From an optimization exercise on the open Yosys and OpenROAD flow, aimed at small area, a short achievable clock period and few clock cycles; shortcuts taken in it are not production practice.
RTL that was checked went through simulation tests only; none was proved equivalent to the original.
Only the layout flow was run in runs 3 and 4; the RTL was not checked for function there.
Power and IR drop assume default switching activity.

==> design.v <==
module add32(a, b, ci, s, co);
    input  [31:0] a, b;
    input  ci;
    output [31:0] s;
    output co;
    assign {co, s} = {1'b0, a} + {1'b0, b} + {32'd0, ci};
endmodule
module add8p1(a, b, s, co);
    input  [7:0] a, b;
    output [7:0] s;
    output co;
    assign {co, s} = {1'b0, a} + {1'b0, b} + 9'd1;
endmodule
module pick_taken(ok_f, ok_b, cond, back, br, near, taken);
    input  [15:0] ok_f, ok_b;
    input  [3:0] cond;
    input  back, br, near;
    output taken;
    wire [15:0] ok = back ? ok_b : ok_f;
    assign taken = br & near & ok[cond];
endmodule
module ARM(clk, rst, inst_addr, inst_data, data_addr, data_wdata, data_we, data_re, data_rdata);
    input clk, rst;
    output [31:0] inst_addr;
    input  [31:0] inst_data;
    output [31:0] data_addr, data_wdata;
    output data_we, data_re;
    input  [31:0] data_rdata;
    reg [31:0] pc;
    reg [31:0] ir;
    reg        e_v, e_pred;
    reg [3:0]  ra2;               
    reg [14:0] sa_rf, sb_rf;      
    reg        sa_pc, sb_pc;      
    reg        sa_fw, sb_fw;      
    reg        sa_k, sb_k;        
    reg        sb_im;             
    reg [4:0]  ramt;              
    reg        fZr, zsel, fC, fN, fV;
    reg [31:0] m_res, m_wd;
    reg [3:0]  m_dst;
    reg        m_wb, m_ld, m_st;
    reg [14:0] rv;                
    wire [31:0] wb_val = m_ld ? data_rdata : m_res;
    wire [14:0] we;
    wire [31:0] rf_q [0:14];
    genvar gi;
    generate
        for (gi = 0; gi < 15; gi = gi + 1) begin : g_rf
            reg [31:0] r;
            assign we[gi] = m_wb & (m_dst == gi);
            always @(posedge clk)
                if (we[gi]) r <= wb_val;
            assign rf_q[gi] = r;
        end
    endgenerate
    function [31:0] rd_port;
        input [14:0] s;
        input spc, sfw, sk;
        input [3:0] idx;
        input [31:0] pcv, fwv;
        integer k;
        begin
            rd_port = ({32{spc}} & pcv) | ({32{sfw}} & fwv) | {28'd0, {4{sk}} & idx};
            for (k = 0; k < 15; k = k + 1)
                rd_port = rd_port | ({32{s[k]}} & rf_q[k]);
        end
    endfunction
    wire [3:0] cond = ir[31:28];
    wire is_dp  = ir[27:26] == 2'b00;
    wire is_mem = ir[27:26] == 2'b01;
    wire is_br  = ir[27:26] == 2'b10;
    wire I      = ir[25];
    wire [3:0] opc = ir[24:21];
    wire S      = ir[20];
    wire [3:0] rn = ir[19:16];
    wire [3:0] rd = ir[15:12];
    wire is_ld  = is_mem & ir[20];
    wire is_st  = is_mem & ~ir[20];
    wire op_and = opc == 4'b0000, op_eor = opc == 4'b0001, op_sub = opc == 4'b0010,
         op_add = opc == 4'b0100, op_adc = opc == 4'b0101, op_sbc = opc == 4'b0110,
         op_tst = opc == 4'b1000, op_cmp = opc == 4'b1010, op_orr = opc == 4'b1100,
         op_mov = opc == 4'b1101, op_mvn = opc == 4'b1111;
    wire dp_wb   = is_dp & (op_and | op_eor | op_sub | op_add | op_adc | op_sbc | op_orr | op_mov | op_mvn);
    wire uses_rn = is_mem | (is_dp & ~op_mov & ~op_mvn);
    wire uses_rm = is_dp & ~I & ~ir[4];
    wire fZ = zsel ? ~|m_res : fZr;
    function cond_pass;
        input [3:0] c;
        input z, cy, n, v;
        begin
            case (c)
                4'd0:  cond_pass = z;
                4'd1:  cond_pass = ~z;
                4'd2:  cond_pass = cy;
                4'd3:  cond_pass = ~cy;
                4'd4:  cond_pass = n;
                4'd5:  cond_pass = ~n;
                4'd6:  cond_pass = v;
                4'd7:  cond_pass = ~v;
                4'd8:  cond_pass = cy & ~z;
                4'd9:  cond_pass = ~cy | z;
                4'd10: cond_pass = n == v;
                4'd11: cond_pass = n != v;
                4'd12: cond_pass = ~z & (n == v);
                4'd13: cond_pass = z | (n != v);
                4'd14: cond_pass = 1'b1;
                default: cond_pass = 1'b0;
            endcase
        end
    endfunction
    wire cond_ok = cond_pass(cond, fZ, fC, fN, fV);
    wire stall = e_v & m_ld & ((uses_rn & (rn == m_dst)) | (uses_rm & (ra2 == m_dst)));
    wire [31:0] val_a = rd_port(sa_rf, sa_pc, sa_fw, sa_k, rn,  pc, m_res);
    wire [31:0] val_b = rd_port(sb_rf, sb_pc, sb_fw, sb_k, ra2, pc, m_res) | {24'd0, {8{sb_im}} & ir[7:0]};
    wire [31:0] st_data = (m_ld & (m_dst == ra2)) ? data_rdata : val_b;
    wire [4:0] sh   = ir[11:7];
    wire [1:0] styp = ir[6:5];
    wire [31:0] rin = val_b;
    wire [63:0] rdbl = {rin, rin} >> ramt;
    wire [31:0] rot = rdbl[31:0];
    wire [31:0] ones = 32'hFFFFFFFF;
    wire [31:0] hi_m = ~(ones >> sh);           
    wire [31:0] lo_m = ~(ones << sh);           
    wire [31:0] keep = (I | styp == 2'b11) ? ones : (styp == 2'b00) ? ~lo_m : ~hi_m;
    wire [31:0] fill = (~I & styp == 2'b10) ? hi_m : 32'd0;
    wire [31:0] shifted = (rot & keep) | (fill & {32{val_b[31]}});
    wire [31:0] op2 = is_mem ? {{20{ir[11]}}, ir[11:0]} :
                      (~I & ir[4]) ? 32'd0 : shifted;
    wire sub  = is_dp & (op_sub | op_sbc | op_cmp);
    wire arith = is_mem | (is_dp & (op_sub | op_sbc | op_cmp | op_add | op_adc));
    wire cin  = (is_dp & (op_adc | op_sbc)) ? fC : sub;
    wire [31:0] bx = op2 ^ {32{sub}};
    wire [32:0] sum;
    add32 alu_add(.a(val_a), .b(bx), .ci(cin), .s(sum[31:0]), .co(sum[32]));
    reg [31:0] logic_res;
    always @(*) begin
        case (opc)
            4'b0000, 4'b1000: logic_res = val_a & op2;
            4'b0001:          logic_res = val_a ^ op2;
            4'b1100:          logic_res = val_a | op2;
            4'b1101:          logic_res = op2;
            4'b1111:          logic_res = ~op2;
            default:          logic_res = 32'd0;
        endcase
    end
    wire [31:0] res = arith ? sum[31:0] : logic_res;
    wire nC = arith & (sum[32] ^ sub);
    wire nV = arith & (val_a[31] == bx[31]) & (sum[31] != val_a[31]);
    wire nN = res[31];
    wire exec    = e_v & cond_ok & ~stall;
    wire setf    = exec & is_dp & S;
    wire e_wr    = exec & (dp_wb | is_ld);
    wire mispred = e_v & is_br & (cond_ok != e_pred);
    wire [31:0] e_off = {{6{ir[23]}}, ir[23:0], 2'b00};
    wire [31:0] e_fix = pc + (stall ? 32'hFFFFFFFC : (e_off ^ {32{e_pred}})) + {31'd0, e_pred & ~stall};
    wire redirect = mispred | stall;
    wire [21:0] pc_hi    = pc[31:10];
    wire [21:0] pc_hi_p1 = pc_hi + 22'd1;
    wire [8:0]  lo_inc   = {1'b0, pc[9:2]} + 9'd1;
    wire [31:0] seq      = {lo_inc[8] ? pc_hi_p1 : pc_hi, lo_inc[7:0], 2'b00};
    wire [8:0]  lo_tgt;
    add8p1 tgt_add(.a(pc[9:2]), .b(inst_data[7:0]), .s(lo_tgt[7:0]), .co(lo_tgt[8]));
    wire f_off_pos = ~|inst_data[23:8];
    wire f_off_neg = &inst_data[23:8];
    wire f_near = ~lo_inc[8] & ((f_off_pos & ~lo_tgt[8]) | (f_off_neg & lo_tgt[8]));
    wire [31:0] nx = inst_data;
    wire nx_st = nx[27:26] == 2'b01 && !nx[20];
    wire [3:0] nx_a = nx[19:16];
    wire [3:0] nx_b = nx_st ? nx[15:12] : nx[3:0];
    wire [14:0] rv_n = rv | we;
    wire [15:0] rv16 = {1'b1, rv_n};
    wire fw_a = e_wr & (rd == nx_a);
    wire nx_imm = nx[27:26] == 2'b00 && nx[25];
    wire fw_b = e_wr & (rd == nx_b) & ~nx_imm;
    wire [4:0] nx_sh = nx[11:7];
    wire [4:0] nx_ramt = nx[25] ? {nx[11:8], 1'b0} : (nx[6:5] == 2'b00) ? (5'd0 - nx_sh) : nx_sh;
    wire f_br = inst_data[27:26] == 2'b10;
    wire [3:0] f_cond = inst_data[31:28];
    wire f_pend = e_v & is_dp & S & cond_ok;
    reg [15:0] ok_f, ok_b;
    integer c;
    always @(*)
        for (c = 0; c < 16; c = c + 1) begin
            ok_f[c] = f_pend ? (c == 14) : cond_pass(c, fZ, fC, fN, fV);
            ok_b[c] = f_pend ? (c != 15) : cond_pass(c, fZ, fC, fN, fV);
        end
    wire f_taken;
    pick_taken pt(.ok_f(ok_f), .ok_b(ok_b), .cond(f_cond), .back(inst_data[23]), .br(f_br),
                  .near(f_near), .taken(f_taken));
    wire [31:0] pc_other = redirect ? e_fix : seq;
    wire f_follow = f_taken & ~redirect;
    assign inst_addr  = pc;
    assign data_addr  = m_res;
    assign data_wdata = m_wd;
    assign data_we    = m_st;
    assign data_re    = m_ld;
    integer k;
    always @(posedge clk or posedge rst) begin
        if (rst) begin
            pc <= 32'd0;
            e_v <= 1'b0;
            fZr <= 1'b0; zsel <= 1'b0; fC <= 1'b0; fN <= 1'b0; fV <= 1'b0;
            m_wb <= 1'b0; m_ld <= 1'b0; m_st <= 1'b0;
            rv <= 15'd0;
        end else begin
            pc[31:10] <= pc_other[31:10];
            pc[9:0]   <= f_follow ? {lo_tgt[7:0], 2'b00} : pc_other[9:0];
            e_v <= ~redirect;
            if (setf) begin
                zsel <= 1'b1; fC <= nC; fN <= nN; fV <= nV;
            end else if (zsel) begin
                zsel <= 1'b0; fZr <= ~|m_res;
            end
            m_wb <= e_wr;
            m_ld <= exec & is_ld;
            m_st <= exec & is_st;
            rv <= rv_n;
        end
    end
    always @(posedge clk) begin
        ir  <= inst_data;
        e_pred <= f_taken;
        ra2 <= nx_b;
        ramt <= nx_ramt;
        for (k = 0; k < 15; k = k + 1) begin
            sa_rf[k] <= (nx_a == k) & rv_n[k] & ~fw_a;
            sb_rf[k] <= (nx_b == k) & rv_n[k] & ~fw_b & ~nx_imm;
        end
        sa_pc <= nx_a == 4'd15;
        sb_pc <= (nx_b == 4'd15) & ~nx_imm;
        sb_im <= nx_imm;
        sa_fw <= fw_a & (nx_a != 4'd15);
        sb_fw <= fw_b & (nx_b != 4'd15);
        sa_k  <= ~rv16[nx_a] & ~fw_a;
        sb_k  <= ~rv16[nx_b] & ~fw_b & ~nx_imm;
        m_res <= res;
        m_wd  <= st_data;
        m_dst <= rd;
    end
endmodule
==> flow/run.sh <==
#!/bin/bash
set -euo pipefail
KNOBS=()
while IFS= read -r line; do
  [[ -z "$line" || "$line" == \#* ]] && continue
  KNOBS+=("$line")
done < flow/knobs.txt
bash standard.sh "${KNOBS[@]}" finish > standard_flow.log 2>&1
==> flow/knobs.txt <==
SETUP_SLACK_MARGIN=14
BUFFER_PORTS_ARGS=-buffer_cell sky130_fd_sc_hd__buf_2
==> standard.sh <==
#!/bin/bash
# synth_recipe.tcl (not shown) runs the flow's synth.tcl, then flattens the netlist and writes it again
# the make line also repeats each setting of config.mk as NAME=value (left out here)
make -C /OpenROAD-flow-scripts/flow DESIGN_CONFIG=/design/flow/config.mk WORK_HOME=/design/flow/orfs CLKGATE_MAP_FILE= SYNTH_SCRIPT=/design/flow/synth_recipe.tcl "${@:-finish}"
==> config.mk <==
export PLATFORM = sky130hd
export DESIGN_NAME = ARM
export DESIGN_NICKNAME = ARM
export VERILOG_FILES = /design/flow/design.v
export SDC_FILE = /design/flow/constraint.sdc
export NUM_CORES = 4
export LEC_CHECK = 0
export CAP_MARGIN = 20
export CORE_MARGIN = 2
export CORE_UTILIZATION = 40
export CTS_BUF_LIST = sky130_fd_sc_hd__clkbuf_8
export CTS_CLUSTER_DIAMETER = 45
export CTS_CLUSTER_SIZE = 30
export SLEW_MARGIN = 20
export SYNTH_HIERARCHICAL = 1
==> constraint.sdc <==
create_clock -name core_clock -period 20.0 [get_ports {clk}]
set_input_delay 4.0000 -clock core_clock [delete_from_list [all_inputs] [get_ports {clk}]]
set_output_delay 4.0000 -clock core_clock [all_outputs]
set_load 0.01 [all_outputs]
==> results of run 1 <==
kinds of logic (layout without fill, tap and decap cells):
logic type | count (synthesis) | in the layout | synth area share [%]
muxes | 163 | 163 | 6.633
and+or+nand+nor | 864 | 864 | 10.70
buffers and inverters | 369 | 667 | 4.181
xor gates and xnor gates | 168 | 168 | 3.870
DFF | 683 | 683 | 49.08
AOI/OAI and AO/OA | 1050 | 1050 | 20.89
adders and majority gates | 139 | 139 | 4.629
other | 2 | 13 | 0.01965
through the flow:
stage	cells	worst slack (ps)	total power, mW	hold WS, ps	util (%)
global route	5008	13930	4.676	507.0	47.00
detailed placement	4765	12930	3.128	501.7	42.90
finish	5012	13970	4.539	490.8	47.01
global placement	4765	12950	3.122	504.6	42.90
CTS	4950	13980	4.429	499.9	45.58
floorplan	3440	13690	2.548	397.4	-
state kept, by name, summed over array words and instances (netlist names), 4 cells and up:
signal  cells
rv         15
sb_rf      15
ir         32
m_wd       32
m_dst       4
ramt        5
g_rf.r    480
pc         32
sa_rf      15
ra2         4
m_res      32
Yosys stat by module (local to each module, per instance):
module | area [sq um] | copies in the design | cells | flops+latches
pick_taken | 300.3 | 1 | 19 | 0
ARM | 35820 | 1 | 3139 | 683
add8p1 | 346.6 | 1 | 43 | 0
add32 | 1752 | 1 | 237 | 0
worst max-delay path, delay by kind of cell, from the launching register on:
kind	cells	cell delay (ps)
flip-flops	1	710
buffers and inverters	2	540
final cells by class:
type	instances	area share, %
antenna	9	0.05050
clock buffer	97	2.994
clock inverter	81	2.110
inverter	144	1.248
multi-input combinational	2388	42.21
sequential	683	42.17
tap	1265	3.549
timing repair buffer	344	5.659
timing repair inverter	1	0.01122
worst min-delay path by stage:
stage | start | end
floorplan | ir[15] | m_dst[3]
global placement | ir[13] | m_dst[1]
detailed placement | ir[13] | m_dst[1]
CTS | ir[13] | m_dst[1]
global route | ir[13] | m_dst[1]
finish | ir[13] | m_dst[1]
power groups by stage:
| stage | registers (mW) | logic [mW] | clock network [mW] |
|---|---|---|---|
| final | 1.75 | 1.48 | 1.31 |
| after global routing | 1.75 | 1.56 | 1.37 |
| after floorplan | 1.76 | 0.788 | 0 |
| after detailed placement | 1.77 | 1.36 | 0 |
| after global placement | 1.77 | 1.35 | 0 |
| after CTS | 1.74 | 1.38 | 1.32 |
synthesized netlist by cell type (55+ instances only):
master / n / area share [%]
a21oi_1: 109 / 1.4
a221oi_1: 125 / 2.9
a222oi_1: 55 / 1.4
a22o_1: 109 / 2.5
a22oi_1: 303 / 6.0
and3_1: 56 / 0.92
clkbuf_1: 159 / 1.6
dfrtp_1: 56 / 3.7
dfxtp_1: 147 / 7.7
edfxtp_1: 480 / 38
ha_1: 135 / 4.4
inv_1: 141 / 1.4
mux2_2: 58 / 1.7
mux4_2: 61 / 3.6
nand2_1: 286 / 2.8
nand3_1: 86 / 1.1
nand4_1: 56 / 0.92
nor2_1: 204 / 2.0
nor3_1: 59 / 0.77
o21ai_0: 103 / 1.3
xnor2_1: 111 / 2.5
xor2_1: 56 / 1.3
repair_timing:
item / 4_1_cts / 5_1_grt
endpoints found under the hold margin: 0 / 0
endpoints found under the setup margin: 20 / 29
resized for setup: 48 / 172
setup buffers: 7 / 45
cloned: 0 / 8
pin swaps: 4 / 49
hold buffers: 0 / 0
routing by layer:
metal | vias up | part of all wire (%)
met5 | - | 0.033
met3 | 688 | 15
met4 | 6 | 7.4
met1 | 16679 | 36
li1 | 13981 | -
met2 | 2851 | 42
==> results.cfg, run 1 <==
[placed_design]
hpwl_microns = 105500
io_buffers = 163
gp_congestion = 1.007
placed_cell_area_sq_um = 40700

[critical_path]
ff2ff_setup_slack_ps = 13990
r2r_cells = 19
slowest_stage = dfrtp_1
critPathKind = reg2out
cp-startpoint = pc[23]
cp.arrival_ps = 2030
startpoint_type = flop
end_kind = output port
cpPeakStageDelay_ps = 710
r2r-start = sb_rf[1]
r2r-end = fV
crit_fanout = 6
path_cells = buf_4, buf_2
worstPathRequired_ps = 16000
crit_end = inst_addr[23]

[sta]
hold_viol = 0
fin_skew_ps = 78.87
fin_crit_ps = 6033
setup_violations = 0
fin_tns_setup_ps = 0
finalCritPeriodShare_pct = 30.17
rsz0062_at_grt = yes
fmax_mhz = 165.7
drv_slew = 0
tightest_slew_ps = 1108
max_slew_margin_pct = 25.49

[layout]
drive_gt1_share_pct = 22.85
final_cell_mix = edfxtp_1, a22oi_1, nand2_1
syn_to_final_growth_pct = 16.69
final_nets = 3861
seqCellArea_sq_um = 18800
multi_input_area_sq_um = 18830
fin_area_sq_um = 44600
layout_commonest_cell = edfxtp_1
nFillCells = 8617

[cts]
cts_buffer_depth = 3
cts.sinks = 683
htreeDepth = 3
path_clk_slew_ps = 80
cts_tree = built
numCtsBuffers = 94
cts_root_buf = clkbuf_8
clk_latency_ps = 820

[global_route]
gr-total-overflow = 0
grt_max_degree = 63
grt_pass1_wl_microns = 234900
use_met1_pct = 41.99
track_usage_pct = 33.37
grt_pass1_vias = 31766
gr-usage-met3_pct = 12.99
grt_util_met2_pct = 48.72
antenna_found_initial = 8
busiest_layer = met2

[hold_path]
hold_class = reg2reg
holdPathStages = 0

[logic_synthesis]
synthCells = 3438
synth.distinct_cells = 95
synth-seq-cells = 683
yosysWarnings = 7
ys.flop_type = edfxtp_1
ys_async_sr_fraction_pct = 8.199
synth-edff-count = 480
seq_area_frac_synth_pct = 49.08
avgSynthCellArea_sq_um = 11.12
syn-cell-area_sq_um = 38220

[power]
p_leak_nw = 16.71
p_switching_mw = 1.765
power.internal_mw = 2.774
power_per_cell_area_nw_per_um2 = 101.8
sw_frac_of_total_pct = 38.88
p_comb_share_pct = 32.6
pwr-share-seq_pct = 38.5
vdd_drop_max_mv = 0.06201
clkPwrFrac_pct = 28.8

[floorplan]
start_util_pct = 40.28
io_pins = 164
core_sq_um = 94870
die_width_microns = 313.1
fp.dieH_microns = 313.1
fp-row-count = 113
die-area_sq_um = 98030

[detailed_routing]
drt_iter0_drc = 5524
viasPerCell = 6.825
postRouteAntennaNets = 0
vias = 34205
wirelength_microns = 171300
drtPass1Iterations = 14
drc_errors = 0
post_drt_wl_per_cell_microns = 34.18

[status]
status = complete, no violations

[job]
max_cap_violations = 0
Testbench counts, summed over its fixed seeds: cycles 82,314.
==> run 2: changes to the inputs <==
==> flow/knobs.txt (replaced) <==
SETUP_SLACK_MARGIN=14.25
BUFFER_PORTS_ARGS=-buffer_cell sky130_fd_sc_hd__buf_2
--- a/config.mk
+++ b/config.mk
@@ -11,4 +11,2 @@
 export CTS_BUF_LIST = sky130_fd_sc_hd__clkbuf_8
-export CTS_CLUSTER_DIAMETER = 45
-export CTS_CLUSTER_SIZE = 30
 export SLEW_MARGIN = 20
==> results.cfg, run 2 <==
[status]
status = complete, no violations

[detailed_routing]
post_drt_wl_per_cell_microns = 34.67
drc_errors = 0
postRouteAntennaNets = 0
drt_iter0_drc = 5710
wirelength_microns = 176300
drtPass1Iterations = 10
vias = 34468
viasPerCell = 6.780

[power]
vdd_drop_max_mv = 0.05927
pwr-share-seq_pct = 38.2
power.internal_mw = 2.896
p_switching_mw = 1.728
power_per_cell_area_nw_per_um2 = 102.0
p_comb_share_pct = 33.1
finalPower_mw = 4.624
p_leak_nw = 17.14
sw_frac_of_total_pct = 37.37
clkPwrFrac_pct = 28.7

[floorplan]
fp-row-count = 113
io_pins = 164
die_width_microns = 313.1
fp.dieH_microns = 313.1
die-area_sq_um = 98030
core_sq_um = 94870
start_util_pct = 40.28

[global_route]
antenna_found_initial = 7
gr-total-overflow = 0
grt_pass1_vias = 32590
grt_max_degree = 63
grt_pass1_wl_microns = 242200
track_usage_pct = 34.51

[layout]
final_cell_mix = edfxtp_1, a22oi_1, nand2_1
largest_register_ffs = 480
syn_to_final_growth_pct = 18.57
layout_commonest_cell = edfxtp_1
stdcell_count = 5084
top_register = g_rf.r
drive_gt1_share_pct = 24.63
final_nets = 3915

[critical_path]
cp.depth = 21
r2r_cells = 21
path_cells = clkbuf_16, a22o_1, a221oi_1, and4_1, nand2_4, mux4_2, mux2_4, mux4_2, a221o_2, xnor2_2, ha_4, nand4_1, nor3_2, a2111oi_2, o21ai_1, o21bai_4, a221oi_4, xnor2_2, and2_4, mux2i_1, o31ai_1
path_buf_inv = 1
path_delay_family = compound AO/OA/AOI/OAI gates
slowest_stage = mux4_2
startpoint_type = flop
worstPathRequired_ps = 20680
critPathKind = reg2reg
end_kind = flop
crit_fanout = 8
cpPeakStageDelay_ps = 560
cp.arrival_ps = 6610

[cts]
cts_buffer_depth = 3
ctsHoldBuffers = 0
cts_tree = built
path_clk_slew_ps = 70
clk_latency_ps = 810
htreeDepth = 3
cts_root_buf = clkbuf_8
numCtsBuffers = 114
cts.sinks = 683

[logic_synthesis]
yosysWarnings = 7
synthCells = 3438
ys.flop_type = edfxtp_1
synth-seq-cells = 683
synth_top_area_share_pct = 37.71
avgSynthCellArea_sq_um = 11.12
synth-edff-count = 480
syn-cell-area_sq_um = 38220
seq_area_frac_synth_pct = 49.08
synth.distinct_cells = 95
yosys-top-cells-count = edfxtp_1, a22oi_1, nand2_1
ys_top_cells_by_area = edfxtp_1, dfxtp_1, a22oi_1, ha_1, dfrtp_1
synth.most_common_cell = edfxtp_1
synth_top_area_cell = edfxtp_1
ys_async_sr_fraction_pct = 8.199

[job]
max_cap_violations = 0

[sta]
setup_violations = 0
fin_skew_ps = 63.42
rsz0062_at_grt = yes
hold_viol = 0
tightest_slew_ps = 1075
fmax_mhz = 168.8
fin_ws_ps = 14070
fin_crit_ps = 5925
drv_slew = 0
finalCritPeriodShare_pct = 29.63
fin_tns_setup_ps = 0
max_slew_margin_pct = 27.73

[hold_path]
hold_class = reg2reg
holdPathStages = 0

[placed_design]
hpwl_microns = 108500
io_buffers = 163
gp_congestion = 1.004
preCtsSetupSlack_ps = 12890
dp.cells = 4765
-- run 2: layout make-up --
class	count	area [sq um]
Antenna cell	7	17.52
Clock buffer	132	1817
Sequential cell	683	18840
Fill cell	8612	49550
Multi-Input combinational cell	2388	19010
Clock inverter	86	604.3
Timing Repair Buffer	378	2888
Tap cell	1265	1583
Timing Repair inverter	1	5.005
Inverter	144	556.8
-- run 2: through the flow --
stage	instance area, sq um	util, %	hold slack, ps
after global placement	40740	42.95	511.9
after detailed placement	40740	42.95	504.6
final	45320	47.77	503.4
after floorplan	38320	-	397.4
after CTS	44100	46.49	504.9
after global routing	45310	47.76	510.0
-- run 2: timing repair --
action	4_1_cts	5_1_grt
cloned	2	6
pin swaps	26	70
setup endpoints to repair	62	42
setup buffers	39	47
gates resized for setup	140	147
-- run 2: power by group through the flow --
stage | combinational [mW] | clock (mW) | sequential (mW)
final | 1.53 | 1.33 | 1.77
after detailed placement | 1.37 | 0 | 1.78
after floorplan | 0.789 | 0 | 1.76
after global placement | 1.37 | 0 | 1.78
after CTS | 1.42 | 1.33 | 1.75
after global routing | 1.61 | 1.39 | 1.76
-- run 2: logic make-up (layout without fill, tap and decap cells) --
group	Yosys count	in the layout	share of synthesized area [%]
AOI/OAI and AO/OA	1050	1050	20.89
and+or+nand+nor	864	864	10.70
DFF	683	683	49.08
buffers and inverters	369	741	4.181
xor gates and xnor gates	168	168	3.870
muxes	163	163	6.633
adders and majority gates	139	139	4.629
other	2	11	0.01965
-- run 2: path summary, 6_finish.rpt --
path / startpoint / end / slack (ps)
max: sb_rf[5] / fV / 14070
min reg2reg: ir[12] / m_dst[0] / 500
min: ir[12] / m_dst[0] / 500
max in group asynchronous: rst / m_ld / 15910
min in group asynchronous: rst / pc[22] / 3460
max reg2reg: sb_rf[5] / fV / 14070
-- run 2: modules after synthesis, one instance, submodules excluded --
| module | flip-flops and latches | cells | area [sq um] |
|---|---|---|---|
| ARM | 683 | 3139 | 35820 |
| add32 | 0 | 237 | 1752 |
| add8p1 | 0 | 43 | 346.6 |
| pick_taken | 0 | 19 | 300.3 |
-- run 2: routing by layer --
metal	GRT usage, %	wire length, microns	vias to the layer above
met2	50.38	73260	2929
met4	22.42	13850	4
met1	42.81	61810	16718
met3	12.91	27210	712
met5	0	137	-
li1	-	-	14105
==> run 3: changes to the inputs <==
--- a/design.v
+++ b/design.v
@@ -38,3 +38,4 @@
     reg [4:0]  ramt;              
-    reg        fZr, zsel, fC, fN, fV;
+    reg        fZr, fCr, fNr, fVr, zsel;
+    reg        m_c, m_v;          
     reg [31:0] m_res, m_wd;
@@ -87,2 +88,5 @@
     wire fZ = zsel ? ~|m_res : fZr;
+    wire fN = zsel ? m_res[31] : fNr;
+    wire fC = zsel ? m_c : fCr;
+    wire fV = zsel ? m_v : fVr;
     function cond_pass;
@@ -202,3 +206,3 @@
             e_v <= 1'b0;
-            fZr <= 1'b0; zsel <= 1'b0; fC <= 1'b0; fN <= 1'b0; fV <= 1'b0;
+            fZr <= 1'b0; zsel <= 1'b0; fCr <= 1'b0; fNr <= 1'b0; fVr <= 1'b0;
             m_wb <= 1'b0; m_ld <= 1'b0; m_st <= 1'b0;
@@ -210,5 +214,5 @@
             if (setf) begin
-                zsel <= 1'b1; fC <= nC; fN <= nN; fV <= nV;
+                zsel <= 1'b1;
             end else if (zsel) begin
-                zsel <= 1'b0; fZr <= ~|m_res;
+                zsel <= 1'b0; fZr <= ~|m_res; fNr <= m_res[31]; fCr <= m_c; fVr <= m_v;
             end
@@ -239,2 +243,4 @@
         m_dst <= rd;
+        m_c   <= nC;
+        m_v   <= nV;
     end
==> flow/knobs.txt (replaced) <==
SETUP_SLACK_MARGIN=14
BUFFER_PORTS_ARGS=-buffer_cell sky130_fd_sc_hd__buf_2
==> results.cfg, run 3 <==
[logic_synthesis]
synth_simple_gate_area_share_pct = 10.97
synth.most_common_cell = edfxtp_1
synth-seq-cells = 685
synthAdderAreaFrac_pct = 4.584
yosysWarnings = 7
ys_top_cells_by_area = edfxtp_1, dfxtp_1, a22oi_1, ha_1, dfrtp_1
yosys-top-cells-count = edfxtp_1, a22oi_1, nand2_1
ys.flop_type = edfxtp_1
synth_top_family_by_area = compound AO/OA/AOI/OAI gates
synth_compound_area_share_pct = 19.94
syn-cell-area_sq_um = 38600
synth-edff-count = 480
synth.distinct_cells = 92
synth-xor-area-share_pct = 3.423
synth_top_area_share_pct = 37.34
synth_mux_area_share_pct = 8.377
avgSynthCellArea_sq_um = 10.96
ys_async_sr_fraction_pct = 8.175
seq_area_frac_synth_pct = 48.70
synthCells = 3522
synth_top_area_cell = edfxtp_1

[floorplan]
core_sq_um = 95290
die_width_microns = 314.6
die-area_sq_um = 98990
fp.dieH_microns = 314.6
fp-row-count = 113
io_pins = 164
start_util_pct = 40.50

[critical_path]
path_cells = buf_6, a22o_1, a221oi_1, and3_1, nand3_1, mux2i_2, mux4_2, nand2_1, o21ai_0, o21ai_0, a22oi_2, nor2_1, mux2i_1, ha_1, a21oi_2, and2_1, a21oi_2, a21boi_4, o21bai_2, a221oi_2, xnor2_2, or4_1, mux2i_1
slowest_stage = or4_1
crit_fanout = 32
critPathKind = reg2reg
cp.arrival_ps = 6720
end_kind = flop
worstPathRequired_ps = 20720
startpoint_type = flop
cpPeakStageDelay_ps = 540

[layout]
final_cell_mix = edfxtp_1, a22oi_1, nand2_1
final_nets = 3925
fin_area_sq_um = 44400
top_register = g_rf.r
layout_commonest_cell = edfxtp_1
largest_register_ffs = 480
syn_to_final_growth_pct = 15.04
drive_gt1_share_pct = 20.90
nFillCells = 8821

[sta]
fin_ws_ps = 14000
fin_skew_ps = 62.60
rsz0062_at_grt = yes
finalCritPeriodShare_pct = 30.00
fin_tns_setup_ps = 0
tightest_slew_ps = 1152
fin_crit_ps = 6000
setup_violations = 0
max_slew_margin_pct = 23.21
drv_slew = 0
hold_viol = 0
fmax_mhz = 166.7

[global_route]
track_usage_pct = 33.26
gr-total-overflow = 0
grt_max_degree = 57
grt_pass1_vias = 32443
antenna_found_initial = 7
grt_pass1_wl_microns = 236300

[cts]
path_clk_slew_ps = 60
cts_buffer_depth = 3
numCtsBuffers = 116
cts_tree = built
htreeDepth = 3
cts.sinks = 685
clk_latency_ps = 810
cts_root_buf = clkbuf_8

[hold_path]
hold_class = reg2reg

[power]
p_leak_nw = 16.88
power_per_cell_area_nw_per_um2 = 105.0
vdd_drop_max_mv = 0.05502

[placed_design]
hpwl_microns = 105200
preCtsSetupSlack_ps = 12960
placed_cell_area_sq_um = 41140
gp_congestion = 1.007
io_buffers = 163

[detailed_routing]
wirelength_microns = 169400
post_drt_wl_per_cell_microns = 33.27
vias = 34147
viasPerCell = 6.709
drtPass1Iterations = 9
drt_iter0_drc = 5563
drc_errors = 0
postRouteAntennaNets = 0

[status]
status = complete, no violations

[job]
max_cap_violations = 0
[run 3: cell types whose count changed after synthesis, moves of 14 or more]
cell,delta
o21ai_0,+15
a22o_1,-30
a31oi_1,-14
mux2i_1,+75
a22oi_1,+39
mux2_2,+20
a221oi_1,-18
o211ai_1,-17
nand2_1,+23
mux4_2,-16
a21oi_1,+22
[run 3: where the power goes]
group          total, mW  internal, mW  switching [mW]  leakage [nW]
logic               1.56         0.563            1.00          9.18
clock network       1.30         0.680           0.619          1.35
registers           1.80          1.67           0.131          6.35
[run 3: layout make-up]
cell class / count / area [sq um] / share of cell area, %
Timing Repair inverter: 1 / 7.507 / 0.01691
Clock buffer: 124 / 1707 / 3.844
Inverter: 136 / 524.3 / 1.181
Tap cell: 1265 / 1583 / 3.565
Multi-Input combinational cell: 2471 / 19020 / 42.84
Sequential cell: 685 / 18840 / 42.44
Antenna cell: 6 / 15.01 / 0.03381
Timing Repair Buffer: 309 / 2052 / 4.621
Clock inverter: 93 / 646.9 / 1.457
[run 3: metrics by stage]
| step | power (mW) | std cells | hold WS [ps] | util [%] |
|---|---|---|---|---|
| finish | 4.662 | 5090 | 511.2 | 46.60 |
| detailed placement | 3.279 | 4836 | 505.2 | 43.17 |
| global route | 4.816 | 5086 | 522.1 | 46.58 |
| CTS | 4.576 | 5063 | 505.0 | 45.97 |
| global placement | 3.268 | 4836 | 500.4 | 43.17 |
| floorplan | 2.671 | 3524 | 397.4 | - |
[run 3: logic make-up (layout without fill, tap and decap cells)]
logic type | Yosys count | in the layout
DFF | 685 | 685
AOI/OAI and AO/OA | 1035 | 1035
xor gates and xnor gates | 150 | 150
muxes | 244 | 244
adders and majority gates | 139 | 139
and+or+nand+nor | 899 | 899
other | 2 | 10
buffers and inverters | 368 | 663
[run 3: critical path, delay by kind of cell, from the launching register on]
| family | cells | cell delay (ps) |
|---|---|---|
| buf+inv | 1 | 440 |
| simple gates | 6 | 1510 |
| mux | 4 | 1070 |
| xor+xnor | 1 | 200 |
| flops | 1 | 320 |
| fa+ha+maj | 1 | 320 |
| compound gates | 10 | 2010 |
[run 3: worst paths after layout]
kind	from	endpoint	slack, ps	depth (start not counted)
max	sb_rf[9]	m_v	14000	23
min	ir[20]	m_ld	510	2
max reg2reg	sb_rf[9]	m_v	14000	23
min reg2reg	ir[20]	m_ld	510	2
max in group asynchronous	rst	pc[25]	15910	3
min in group asynchronous	rst	m_wb	3460	3
[run 3: modules after synthesis, one instance, submodules excluded]
| module | flops+latches | cells |
|---|---|---|
| ARM | 685 | 3223 |
| add32 | 0 | 237 |
| add8p1 | 0 | 43 |
| pick_taken | 0 | 19 |
[run 3: what timing repair did]
item	4_1_cts	5_1_grt
pin swaps	4	27
buffers inserted	9	21
gates cloned	1	0
gates resized for setup	61	94
hold buffers	0	0
endpoints found under the setup margin	27	27
endpoints found under the hold margin	0	0
[run 3: metal layers]
layer / routed length [microns] / vias up / track usage (%)
met4: 13350 / 0 / 21.80
li1: - / 14183 / -
met3: 24770 / 674 / 12.69
met5: 0 / - / 0
met1: 60330 / 16564 / 40.93
met2: 70900 / 2726 / 48.62
==> run 4: changes to the inputs <==
--- a/config.mk
+++ b/config.mk
@@ -9,3 +9,3 @@
 export CORE_MARGIN = 2
-export CORE_UTILIZATION = 40
+export CORE_UTILIZATION = 50
 export CTS_BUF_LIST = sky130_fd_sc_hd__clkbuf_8
==> results.cfg, run 4 <==
[status]
status = complete, no violations

[detailed_routing]
postRouteAntennaNets = 0
wirelength_microns = 173100
viasPerCell = 7.192
drtPass1Iterations = 10
vias = 35018
drt_iter0_drc = 5678
post_drt_wl_per_cell_microns = 35.56
drc_errors = 0

[critical_path]
cp.arrival_ps = 6740
critPathKind = reg2reg
startpoint_type = flop
crit_fanout = 32
path_delay_family = compound AO/OA/AOI/OAI gates
end_kind = flop
worstPathRequired_ps = 20690
path_buf_inv = 1
cpPeakStageDelay_ps = 570
path_cells = buf_12, a22o_1, a221oi_1, and3_1, nand4_1, mux4_2, mux4_2, nor2_1, o31a_1, o21ai_2, xnor2_2, ha_4, a211oi_2, nor4_1, a2111oi_2, o21ai_1, o21bai_1, a221oi_2, xnor2_2, or4_1, mux2i_1
slowest_stage = mux4_2

[cts]
cts_root_buf = clkbuf_8
cts_tree = built
path_clk_slew_ps = 70
htreeDepth = 3
cts_buffer_depth = 3
clk_latency_ps = 770
numCtsBuffers = 113
cts.sinks = 685

[placed_design]
dp.cells = 4599
hpwl_microns = 106200
io_buffers = 163
placed_cell_area_sq_um = 40790
preCtsSetupSlack_ps = 13030
gp_congestion = 1.058

[layout]
stdcell_count = 4869
layout_commonest_cell = edfxtp_1
final_nets = 3937
largest_register_ffs = 480
drive_gt1_share_pct = 21.42
postLayoutCoreUtil_pct = 58.32
top_register = g_rf.r
final_cell_mix = edfxtp_1, a22oi_1, nand2_1
fin_area_sq_um = 44440
syn_to_final_growth_pct = 15.13

[logic_synthesis]
synth_top_area_cell = edfxtp_1
synth.distinct_cells = 92
yosys-top-cells-count = edfxtp_1, a22oi_1, nand2_1
synth-edff-count = 480
avgSynthCellArea_sq_um = 10.96
synthCells = 3522
ys.flop_type = edfxtp_1
syn-cell-area_sq_um = 38600
seq_area_frac_synth_pct = 48.70
synth.most_common_cell = edfxtp_1
yosysWarnings = 7
ys_top_cells_by_area = edfxtp_1, dfxtp_1, a22oi_1, ha_1, dfrtp_1
synth_top_area_share_pct = 37.34
synth-seq-cells = 685
ys_async_sr_fraction_pct = 8.175

[global_route]
track_usage_pct = 42.53
gr-total-overflow = 0
grt_pass1_vias = 33200
grt_pass1_wl_microns = 239800
antenna_found_initial = 10
grt_max_degree = 57

[floorplan]
start_util_pct = 50.65
die_width_microns = 281.8
io_pins = 164
die-area_sq_um = 79430
core_sq_um = 76200
fp-row-count = 101
fp.dieH_microns = 281.8

[sta]
fin_ws_ps = 13960
fmax_mhz = 165.5
max_slew_margin_pct = 22.19
setup_violations = 0
hold_viol = 0
finalCritPeriodShare_pct = 30.21
holdWs_ps = 503.5
drv_slew = 0
fin_tns_setup_ps = 0
rsz0062_at_grt = yes
tightest_slew_ps = 1163
fin_skew_ps = 49.39
fin_crit_ps = 6042

[hold_path]
hold_class = reg2reg

[power]
power_per_cell_area_nw_per_um2 = 105.4
vdd_drop_max_mv = 0.06786
finalPower_mw = 4.684
p_leak_nw = 17.00

[job]
max_cap_violations = 0
==> run 4: changes by cell type in the layout (fill, tap and decap cells not counted), sizes merged <==
cell / delta
diode: +1
clkinv: +16
clkinvlp: -7
inv: -13
buf: +13
clkbuf: +4
==> run 4: power breakdown <==
group / internal (mW) / leakage [nW] / switching, mW
sequential: 1.67 / 6.34 / 0.122
combinational: 0.576 / 9.32 / 1.02
clock: 0.685 / 1.34 / 0.612
total: 2.93 / 17.0 / 1.76
==> run 4: logic make-up after synthesis <==
kind of cell    count (synthesis)  synth area share (%)
compound gates               1035                 19.94
simple gates                  899                 10.97
xor+xnor                      150                 3.423
mux                           244                 8.377
other cells                     2               0.01946
fa+ha+maj                     139                 4.584
flops                         685                 48.70
buf+inv                       368                 3.984
==> run 4: routing by layer <==
layer | wire length (microns) | vias up | share of wire, % | global-route usage, %
met1 | 61000 | 16908 | 35 | 53.59
met3 | 26860 | 806 | 16 | 15.51
met4 | 13190 | 8 | 7.6 | 26.38
met5 | 77 | - | 0.044 | 0
li1 | - | 14207 | - | -
met2 | 72020 | 3089 | 42 | 62.07
==> run 4: final cells by class <==
class / instances / area, sq um
Fill cell: 6465 / 31760
Tap cell: 1030 / 1289
Inverter: 136 / 524.3
Multi-Input combinational cell: 2471 / 19160
Antenna cell: 7 / 17.52
Timing Repair Buffer: 325 / 2261
Clock buffer: 125 / 1720
Sequential cell: 685 / 18820
Clock inverter: 90 / 641.9
==> run 4: final timing paths <==
path                        start  endpoint  slack (ps)  cells past startpoint
setup reg to reg            sb_pc       m_v       13960                     21
min in group asynchronous     rst       fNr        3500                      3
max in group asynchronous     rst    pc[29]       15890                      3
hold reg to reg            ir[15]  m_dst[3]         500                      0
hold / removal             ir[15]  m_dst[3]         500                      0
setup / recovery            sb_pc       m_v       13960                     21
==> run 4: what timing repair did <==
action	4_1_cts	5_1_grt
resized for setup	64	128
hold buffers	0	0
gates cloned	0	2
setup buffers	7	39
setup endpoints to repair	33	36
pin swaps	6	38
==> run 4: modules after synthesis (local to each module, per instance) <==
module,area (sq um),cells
ARM,36200,3223
add32,1752,237
add8p1,346.6,43
pick_taken,300.3,19

==> port drivers added, routing unchanged <==
No port has a modelled driver above. Below, the same layouts with a new extraction and two added sets of constraints. Step 1, drivers: a clkbuf_16 drives clk and a buf_2 each remaining input, both assumed. Step 2 adds t to the input delays and takes it off the output delays; t is the mean of the earliest and latest rising clock arrival at the registers after step 1. Input paths then give back, and output paths get back, about the clock's delay inside the block. Three values: ideal, step 1, step 2; two values: the first two.
run	shift t [ns]	setup WS [ns]	clock arrival spread, ns	slew at the worst register clock pin (ns)	pins driven straight from the clock port
run 1	0.861	13.967 / 13.890 / 13.326	0.080 / 0.081	0.11 / 0.11	1
run 2	0.849	14.075 / 14.075 / 13.421	0.067 / 0.067	0.08 / 0.08	1
run 3	0.843	14.000 / 13.959 / 13.342	0.067 / 0.067	0.08 / 0.08	1
run 4	0.817	13.958 / 13.958 / 13.305	0.049 / 0.049	0.07 / 0.07	1
After both steps setup and hold are still met in every run listed. The setup slack of run 3, which loses most, moves by -0.041 ns with the drivers and by -0.658 ns with both steps.
